Context: an optimization exercise on an open-source flow, tuned for small area. The choices shown serve that exercise and are no tape-out recipe.
No functional check of the RTL was part of any run shown here.
Power and IR drop assume default switching activity.

[flow/run.sh]
#!/bin/bash
# synth_recipe.tcl (not shown) runs the flow's synth.tcl, then flattens the netlist and writes it again
# the make line also repeats each setting of config.mk as NAME=value (left out here)
make -C /OpenROAD-flow-scripts/flow DESIGN_CONFIG=/design/flow/config.mk WORK_HOME=/design/flow/orfs CLKGATE_MAP_FILE= SYNTH_SCRIPT=/design/flow/synth_recipe.tcl finish
[flow/config.mk]
export PLATFORM = sky130hd
export DESIGN_NAME = connect_four
export DESIGN_NICKNAME = connect_four
export VERILOG_FILES = /design/flow/design.v
export SDC_FILE = /design/flow/constraint.sdc
export NUM_CORES = 4
export LEC_CHECK = 0
export CAP_MARGIN = 20
export CORE_MARGIN = 2
export CORE_UTILIZATION = 40
export PLACE_DENSITY = 0.6
export SLEW_MARGIN = 20
[flow/constraint.sdc]
create_clock -name core_clock -period 10.0 [get_ports {clock}]
set_input_delay 2.0000 -clock core_clock [delete_from_list [all_inputs] [get_ports {clock}]]
set_output_delay 2.0000 -clock core_clock [all_outputs]
set_load 0.01 [all_outputs]
[flow/design.v]
`timescale 1ns / 1ps
module debounce_one_shot(
    input CLK,
    input EN,
    input RST,
    input BTN,
    output logic DB_BTN
    );
    logic       ph;
    logic [5:0] q;
    wire s25 = q[1] & q[3] & q[4];               
    wire s52 = q[1] & q[2] & q[3] & q[4];        
    wire s53 = q[2] & q[3] & q[4] & q[5];        
    wire last = ph ? s53 : s25;                  
    wire adv  = ph ? (s52 | s53 | ~BTN) : BTN;   
    wire step = adv & ~last;
    assign DB_BTN = ph & s52;
    always_ff @(posedge CLK) begin
        if (RST) begin
            ph <= 1'b0;
            q  <= 6'b100000;
        end else if (EN) begin
            ph <= ph ? ~s53 : (BTN & s25);
            q  <= {(step & q[4]) | (ph & s53),
                   {5{step}} & {q[3:0], ~(q[5] ^ q[0])}};
        end
    end
endmodule
`timescale 1ns / 1ps
module position_mover(
    input RBTN,
    input LBTN,
    input clock,
    input en,
    input reset,
    input rst,
    output [2:0] columnPosition
    );
    logic [2:0] position;
    always_ff @(posedge clock) begin
        if (reset)
            position <= 3'b011;
        else if (en) begin
            if (rst)
                position <= 3'b011;
            else if (RBTN && !LBTN && !(position[2] && position[1]))
                position <= position + 3'd1;
            else if (LBTN && !RBTN && position != 3'd0)
                position <= position - 3'd1;
        end
    end
    assign columnPosition = position;
endmodule
`timescale 1ns / 1ps
module game_state(
    input clock,
    input en,
    input reset,
    input rst,
    input select,
    input [2:0] columnPosition,
    output logic [7:0] green_driver,
    output logic [7:0] blue_driver,
    output logic [7:0] row_driver
    );
    logic       turn;
    logic [2:0] topPos;
    logic       topTurn;
    logic [2:0] scan;
    wire clr = reset | (en & rst);
    always_ff @(posedge clock) begin
        if (clr)
            turn <= 1'b0;
        else if (en & select)
            turn <= ~turn;
    end
    always_ff @(posedge clock) begin
        if (reset) begin
            topPos  <= 3'd7;
            topTurn <= 1'b0;
            scan    <= 3'd0;
        end else if (en) begin
            topPos  <= columnPosition;
            topTurn <= turn;
            scan    <= scan + 3'd1;
        end
    end
    wire       s0 = (scan == 3'd0);
    wire       s2 = (scan == 3'd2);
    wire [4:0] lvl;                      
    wire [5:1] above;                    
    assign lvl[0] = (scan == 3'd7);
    assign lvl[1] = (scan == 3'd6);
    assign lvl[2] = (scan == 3'd5);
    assign lvl[3] = (scan == 3'd4);
    assign lvl[4] = (scan == 3'd3);
    assign above[1] = lvl[0];
    assign above[2] = scan[2] & scan[1];
    assign above[3] = scan[2] & (scan[1] | scan[0]);
    assign above[4] = scan[2];
    assign above[5] = scan[2] | (scan[1] & scan[0]);
    wire topTurnRow = s0 & topTurn;
    genvar gc;
    generate
        for (gc = 0; gc < 7; gc++) begin : col
            logic [5:0] w;
            logic og, ob;
            wire [5:0] p = {1'b0, w[5], w[5] | w[4], w[5] | w[4] | w[3],
                            w[5] | w[4] | w[3] | w[2], w[5] | w[4] | w[3] | w[2] | w[1]};
            wire [5:0] t = w & ~p;
            wire d  = en & select & (columnPosition == gc);
            wire dg = d & ~turn;
            wire db = d & turn;
            always_ff @(posedge clock) begin
                if (clr) begin
                    w  <= 6'b000001;
                    og <= 1'b0;
                    ob <= 1'b0;
                end else begin
                    w[0] <= w[0] & ~(dg & t[0]);
                    w[1] <= (w[1] & ~(dg & t[1])) | (d & t[0]);
                    w[2] <= (w[2] & ~(dg & t[2])) | (d & t[1]);
                    w[3] <= (w[3] & ~(dg & t[3])) | (d & t[2]);
                    w[4] <= (w[4] & ~(dg & t[4])) | (d & t[3]);
                    w[5] <= w[5] | (d & t[4]);
                    og   <= og | (dg & w[5]);
                    ob   <= ob | (db & w[5]);
                end
            end
            wire lit = (w[1] & above[1]) | (w[2] & above[2]) | (w[3] & above[3]) |
                       (w[4] & above[4]) | (w[5] & above[5]) |
                       (s0 & (topPos == gc));
            wire blu = (w[0] & lvl[0]) | (w[1] & lvl[1]) | (w[2] & lvl[2]) |
                       (w[3] & lvl[3]) | (w[4] & lvl[4]) | topTurnRow;
            assign green_driver[7 - gc] = ~((lit & ~blu) | (s2 & og));
            assign blue_driver[7 - gc]  = ~((lit & blu) | (s2 & ob));
        end
    endgenerate
    assign green_driver[0] = 1'b1;
    assign blue_driver[0]  = 1'b1;
    assign row_driver = 8'd1 << scan;
endmodule
`timescale 1ns / 1ps
`timescale 1ns / 1ps
module connect_four(
    input clock,
    input reset,                        
    input rbtn, lbtn, mbtn, bbtn,
    output logic [7:0] row, greenColumn, blueColumn
    );
    logic tick, db_mbtn, db_bbtn, db_lbtn, db_rbtn;
    logic [2:0] position;
    clk_div MYCLOCK (.clk(clock), .reset(reset), .sclk(tick));
    debounce_one_shot debouncer1 (.CLK(clock), .EN(tick), .RST(reset), .BTN(mbtn), .DB_BTN(db_mbtn));
    debounce_one_shot debouncer2 (.CLK(clock), .EN(tick), .RST(reset), .BTN(bbtn), .DB_BTN(db_bbtn));
    debounce_one_shot debouncer3 (.CLK(clock), .EN(tick), .RST(reset), .BTN(rbtn), .DB_BTN(db_rbtn));
    debounce_one_shot debouncer4 (.CLK(clock), .EN(tick), .RST(reset), .BTN(lbtn), .DB_BTN(db_lbtn));
    position_mover mover (
        .RBTN(db_rbtn), .LBTN(db_lbtn), .rst(db_bbtn),
        .clock(clock), .en(tick), .reset(reset),
        .columnPosition(position)
    );
    game_state game (
        .clock(clock), .en(tick), .reset(reset),
        .rst(db_bbtn), .select(db_mbtn), .columnPosition(position),
        .green_driver(greenColumn), .blue_driver(blueColumn), .row_driver(row)
    );
endmodule
module clk_div (
    input clk,
    input reset,
    output sclk
    );
    logic [6:0] q;
    assign sclk = ~q[6] & ~q[5] & ~q[3] & q[2] & ~q[1] & ~q[0];
    always_ff @(posedge clk) begin
        if (reset)
            q <= 7'b1011110;
        else
            q <= {q[5], q[4] | sclk, q[3:0], ~(q[6] ^ q[0])};
    end
endmodule
==> results.cfg, run 1 <==
[status]
outcome = timing/DRC/antenna clean

[global_route]
grt.total_usage = 0.205
grt_pass1_vias = 4554
grt_max_degree = 50
grt_pass1_wl_um = 23100
grt-ovfl-total = 0
antenna_found_initial = 0

[finish]
fin_cells = 820
diodes = 0
layout_commonest_cell = dfxtp_1
final_area_mm2 = 0.00587
layout-drive-gt1-share = 0.0617
final_nets = 662
layout_common_cells = dfxtp_1 (102), a21oi_1 (64), nor2_1 (61)
syn2layout_area_growth_pct = 12.3

[critical_path]
cp.arrival_ns = 3.57
crit_chain = inv_1 -> ha_1 -> nor2b_1 -> nand2b_1 -> o311ai_0 -> a22oi_1 -> clkdlybuf4s50_1
cp_slowest_cell = nor2b_1
crit_fanout = 17
cpPeakStageDelay_ns = 0.67
required_ns = 8.00
critPathKind = flip-flop to primary output
cp-end-kind = primary output
cp-start-kind = flip-flop

[placement]
place_inst = 804
gp_congestion = 0.822
post_dp_cell_area_mm2 = 0.00553
place.detailed.hpwl_um = 9570
port_buffers = 27
dp_slack_ns = 4.85

[power]
p_leak_nw = 1.98
power_per_cell_area_mw_per_mm2 = 142
ir_drop_mv = 0.0914

[floorplanning]
rows = 41
chipWidth_um = 118
start_util = 0.413
dieArea_mm2 = 0.0140
die_h_um = 118
core_area_mm2 = 0.0127
io_pins = 30

[yosys]
yosys_register_bits = 102
synth_cell_type_count = 61
syn_avg_cell_area_um2 = 8.08
synth.yosys.seq_area_share = 0.391
syn_inst = 647
synth_top_flop_cell = dfxtp_1
synthTopCellsByArea = dfxtp_1 (39%), a21oi_1 (6.1%), nor2_1 (4.5%), o21ai_0 (3.8%), nand3_1 (3.5%)
synth-edff-count = 0
synthesis.area_mm2 = 0.00523
yosysWarnings = 4
synth_top_area_share = 0.391
async_reset_ff_frac = 0
synth_top_cell_by_area = dfxtp_1

[cts]
cts_resized = 0
root_buffer = clkbuf_16
htreeDepth = 3
cts_tree = done
clkTransAtPathRegs_ns = 0.07
clockBufferDepth = 2
cts.sinks = 102
postCtsHoldBufs = 0
clock_latency_ns = 0.36
cts_made_buffers = 9
post_cts_buffers = 0

[detailed_routing]
routed_wl_um = 14000
wl_per_cell_um = 17.1
drt_iter0_drc = 481
ant_nets = 0
drc = 0
firstDrtPassIters = 6
viasPerCell = 5.95
vias = 4877

[sta]
layout_min_cycle_time_ns = 5.57
rsz0062_at_grt = no
report.final.hold_viol_count = 0
worst_pin_slew_ns = 0.857
finalCritPeriodShare = 0.557
finalSetupViolCount = 0
setup_slack_ns = 4.43
relSlewSlack = 0.424
fmax_mhz = 180
finClkSkew_ns = 0.00855
tns_ns = 0
slew_violations = 0

[run]
maxCapViolations = 0

[hold_path]
hold_path_class = flip-flop to flip-flop
==> worst paths after layout <==
| kind | cells past startpoint | endpoint | slack (ns) | startpoint |
|---|---|---|---|---|
| worst max register to register | 5 | game.col[1].w[3] | 7.52 | MYCLOCK.q[3] |
| worst max-delay path | 7 | greenColumn[7] | 4.43 | game.scan[1] |
| worst min register to register | 2 | MYCLOCK.q[5] | 0.45 | MYCLOCK.q[4] |
| worst min-delay path | 2 | MYCLOCK.q[5] | 0.45 | MYCLOCK.q[4] |
==> through the flow <==
stage	power, mW	hold slack (ns)	utilization
finish	0.836	0.446	0.463
global route	0.862	0.464	0.463
CTS	0.842	0.448	0.463
detailed placement	0.438	0.422	0.436
global placement	0.437	0.419	0.436
floorplan	0.433	0.408	-
==> report_power, final <==
group          internal (mW)  switching (mW)  leakage, nW
Combinational        0.00616          0.0130        0.991
Clock                  0.246           0.161        0.164
Sequential             0.408         0.00140        0.824
Total                  0.660           0.176         1.98
==> registers in the layout, indices dropped and copies added (netlist names), 3 cells and up <==
signal and count:
game.col.w 42, MYCLOCK.q 7, game.col.ob 7, game.col.og 7
debouncer1.q 6, debouncer2.q 6, debouncer3.q 6, debouncer4.q 6
game.scan 3, game.topPos 3, mover.position 3
==> kinds of logic after synthesis <==
family / Yosys count / synth area share
flops: 102 / 0.391
simple gates: 232 / 0.229
fa+ha+maj: 13 / 0.0311
buf+inv: 76 / 0.0637
xor+xnor: 3 / 0.00503
mux: 1 / 0.00191
compound gates: 219 / 0.278
other cells: 1 / 0.000717
==> worst max-delay path, delay by kind of cell, from the launching register on <==
family	cells	cell delay [ns]
buffers and inverters	2	0.68
AND/OR/NAND/NOR	2	0.92
flip-flops	1	0.41
AO/OA/AOI/OAI	2	0.68
adder cells (fa/ha/maj)	1	0.52
==> cell type report <==
cell class	count	area [um2]
flip-flops and latches	102	2040
fillers	1247	6800
multi-input cells	470	2860
inverters	29	109
clock inverters	5	108
clock buffers	11	233
repair buffers	31	300
well taps	172	215
==> layer usage <==
layer | track usage | vias up | wire (um)
li1 | - | 2377 | -
met1 | 0.269 | 2324 | 6550
met2 | 0.318 | 152 | 6270
met3 | 0.0545 | 24 | 952
met4 | 0.0828 | 0 | 275
met5 | 0 | - | 0
==> synthesized netlist by cell type, drive strengths merged, types with 14 or more instances <==
master,instances
nor2,63
buf,20
inv,27
nor3,16
a21oi,65
clkbuf,27
o21ai,40
nand2,48
a22oi,14
dfxtp,102
nand3,37
a31oi,18
==> run 2, diff against run 1 <==
--- a/flow/config.mk
+++ b/flow/config.mk
@@ -8,5 +8,6 @@
 export CAP_MARGIN = 20
 export CORE_MARGIN = 2
 export CORE_UTILIZATION = 40
+export CTS_BUF_LIST = sky130_fd_sc_hd__clkbuf_8
 export PLACE_DENSITY = 0.6
 export SLEW_MARGIN = 20
==> results.cfg, run 2 <==
[yosys]
synth_top_flop_cell = dfxtp_1
yosysWarnings = 4
yosys_register_bits = 102
synthesis.area_mm2 = 0.00523
async_reset_ff_frac = 0
synth-edff-count = 0
synth.yosys.seq_area_share = 0.391
synth_top_cell_by_area = dfxtp_1
yosysMostFrequentCell = dfxtp_1
synth_cell_type_count = 61
synthTopCellsByArea = dfxtp_1 (39%), a21oi_1 (6.1%), nor2_1 (4.5%), o21ai_0 (3.8%), nand3_1 (3.5%)
synth_top_area_share = 0.391
syn_avg_cell_area_um2 = 8.08
ys_top_cells_by_count = dfxtp_1 (102), a21oi_1 (64), nor2_1 (62)
syn_inst = 647

[run]
maxCapViolations = 0

[cts]
clkTransAtPathRegs_ns = 0.10
clockBufferDepth = 2
cts_tree = done
htreeDepth = 3
post_cts_buffers = 0
clock_latency_ns = 0.39
root_buffer = clkbuf_8
cts_made_buffers = 9
cts_resized = 0
cts.sinks = 102
postCtsHoldBufs = 0

[critical_path]
crit_fanout = 17
critPathKind = flip-flop to primary output
reg2regPathDepth = 5
cp-end-kind = primary output
cp-start-kind = flip-flop
required_ns = 8.00
rrSetupSlack_ns = 7.50
cp.arrival_ns = 3.57
r2r_end = game.col[1].w[3]
r2r-start = MYCLOCK.q[3]

[sta]
finalSetupViolCount = 0
finClkSkew_ns = 0.0116
report.final.hold_viol_count = 0
slew_violations = 0
rsz0062_at_grt = no
fmax_mhz = 179
layout_min_cycle_time_ns = 5.57
relSlewSlack = 0.421
tns_ns = 0
worst_pin_slew_ns = 0.863
finalCritPeriodShare = 0.557

[floorplanning]
io_pins = 30
rows = 41
start_util = 0.413
dieArea_mm2 = 0.0140
chipWidth_um = 118
die_h_um = 118
core_area_mm2 = 0.0127

[placement]
place.detailed.hpwl_um = 9570
port_buffers = 27
gp_congestion = 0.822

[detailed_routing]
drt_iter0_drc = 485
firstDrtPassIters = 6
drc = 0
ant_nets = 0
wl_per_cell_um = 17.1
routed_wl_um = 14000
vias = 4929
viasPerCell = 6.01

[finish]
syn2layout_area_growth_pct = 10.3
layout_commonest_cell = dfxtp_1
regMostFlops = game.col.w
layout_common_cells = dfxtp_1 (102), a21oi_1 (64), nor2_1 (61)
largest_register_ffs = 42
n_fill_cell = 1265
diodes = 0
final_nets = 662
layout-drive-gt1-share = 0.0617

[global_route]
grt.total_usage = 0.203
grt_pass1_wl_um = 23000
grt-ovfl-total = 0
grt_pass1_vias = 4531
antenna_found_initial = 0
grt_max_degree = 50

[power]
finalPower_mw = 0.744
power_per_cell_area_mw_per_mm2 = 129
p_leak_nw = 1.94
ir_drop_mv = 0.0696

[hold_path]
holdPathEnd = MYCLOCK.q[5]
hold_depth = 2
hold_start = MYCLOCK.q[4]
hold_path_class = flip-flop to flip-flop

[status]
outcome = timing/DRC/antenna clean
run 2: cell counts after synthesis:
Identical to the previous run, type by type.
run 2: cell type report:
class                   instances  area [um2]  share of cell area
multi-input cells             470        2860               0.496
flip-flops and latches        102        2040               0.354
repair buffers                 31         300              0.0521
well taps                     172         215              0.0373
clock buffers                   9         124              0.0215
clock inverters                 7         115              0.0200
inverters                      29         109              0.0189
run 2: report_power, final:
| group | internal, mW | leakage (nW) | switching, mW |
|---|---|---|---|
| clock | 0.165 | 0.126 | 0.151 |
| sequential | 0.408 | 0.824 | 0.00141 |
| combinational | 0.00616 | 0.991 | 0.0129 |
| total | 0.580 | 1.94 | 0.165 |
run 2: cells by family (layout without fill, tap and decap cells):
group	count (synthesis)	after routing	share of synthesized area
adder cells (fa/ha/maj)	13	13	0.0311
flip-flops	102	102	0.391
AND/OR/NAND/NOR	232	232	0.229
other	1	2	0.000717
buffers and inverters	76	76	0.0637
multiplexers	1	1	0.00191
XOR/XNOR	3	3	0.00503
AO/OA/AOI/OAI	219	219	0.278
run 2: metrics by stage:
step	util	hold slack [ns]	setup WS (ns)	std cells	instance area, um2
after floorplan	-	0.408	6.11	648	5230
after global placement	0.436	0.419	5.10	804	5530
after detailed placement	0.436	0.422	4.85	804	5530
after CTS	0.455	0.456	4.44	820	5760
after global routing	0.455	0.473	4.19	820	5770
final	0.455	0.454	4.43	820	5770
run 2: layer usage:
metal,global-route usage,part of all wire,wire length (um),vias up
li1,-,-,-,2382
met1,0.269,0.47,6570,2345
met2,0.318,0.44,6120,167
met3,0.0502,0.069,970,35
met4,0.0783,0.025,346,0
met5,0,0,0,-
run 2: worst max-delay path by stage:
stage	to	slack, ns	from	cells after the start
finish	greenColumn[7]	4.43	game.scan[1]	7
global route	blueColumn[7]	4.19	game.scan[1]	7
CTS	greenColumn[7]	4.44	game.scan[1]	7
detailed placement	greenColumn[7]	4.85	game.scan[1]	7
global placement	greenColumn[7]	5.10	game.scan[1]	7
floorplan	blueColumn[1]	6.11	game.scan[1]	8
run 2: worst max-delay path, stage by stage (launching register included):
cell	delay, ns
dfxtp_1	0.42
inv_1	0.17
ha_1	0.51
nor2b_1	0.64
nand2b_1	0.25
o311ai_0	0.54
a22oi_1	0.15
clkdlybuf4s50_1	0.52

-- afterwards: timing with drivers on the ports --
In the flow no input, the clock included, has a driving cell. The finished layouts below were timed again as built, in two steps.
Step 1 (the two cells are an assumption about what drives the block):
set clk [get_ports {clock}]
set_driving_cell -lib_cell sky130_fd_sc_hd__clkbuf_16 $clk
set_driving_cell -lib_cell sky130_fd_sc_hd__buf_2 [delete_from_list [all_inputs] $clk]
Step 2, shift: input delay + t, output delay - t, t = (earliest + latest rising clock arrival at the registers) / 2. This alone moves slack from input paths to output paths.
a / b / c = ideal / step 1 / step 2; a / b = the first two.
| run | t, ns | setup WS [ns] | worst slew at a driven data input, ns | cell pins on the clock port's net |
|---|---|---|---|---|
| run 1 | 0.397 | 4.433 / 4.391 / 4.787 | 0.03 | 1 |
| run 2 | 0.419 | 4.428 / 4.392 / 4.811 | 0.03 | 1 |
After both steps every run listed still meets setup and hold.
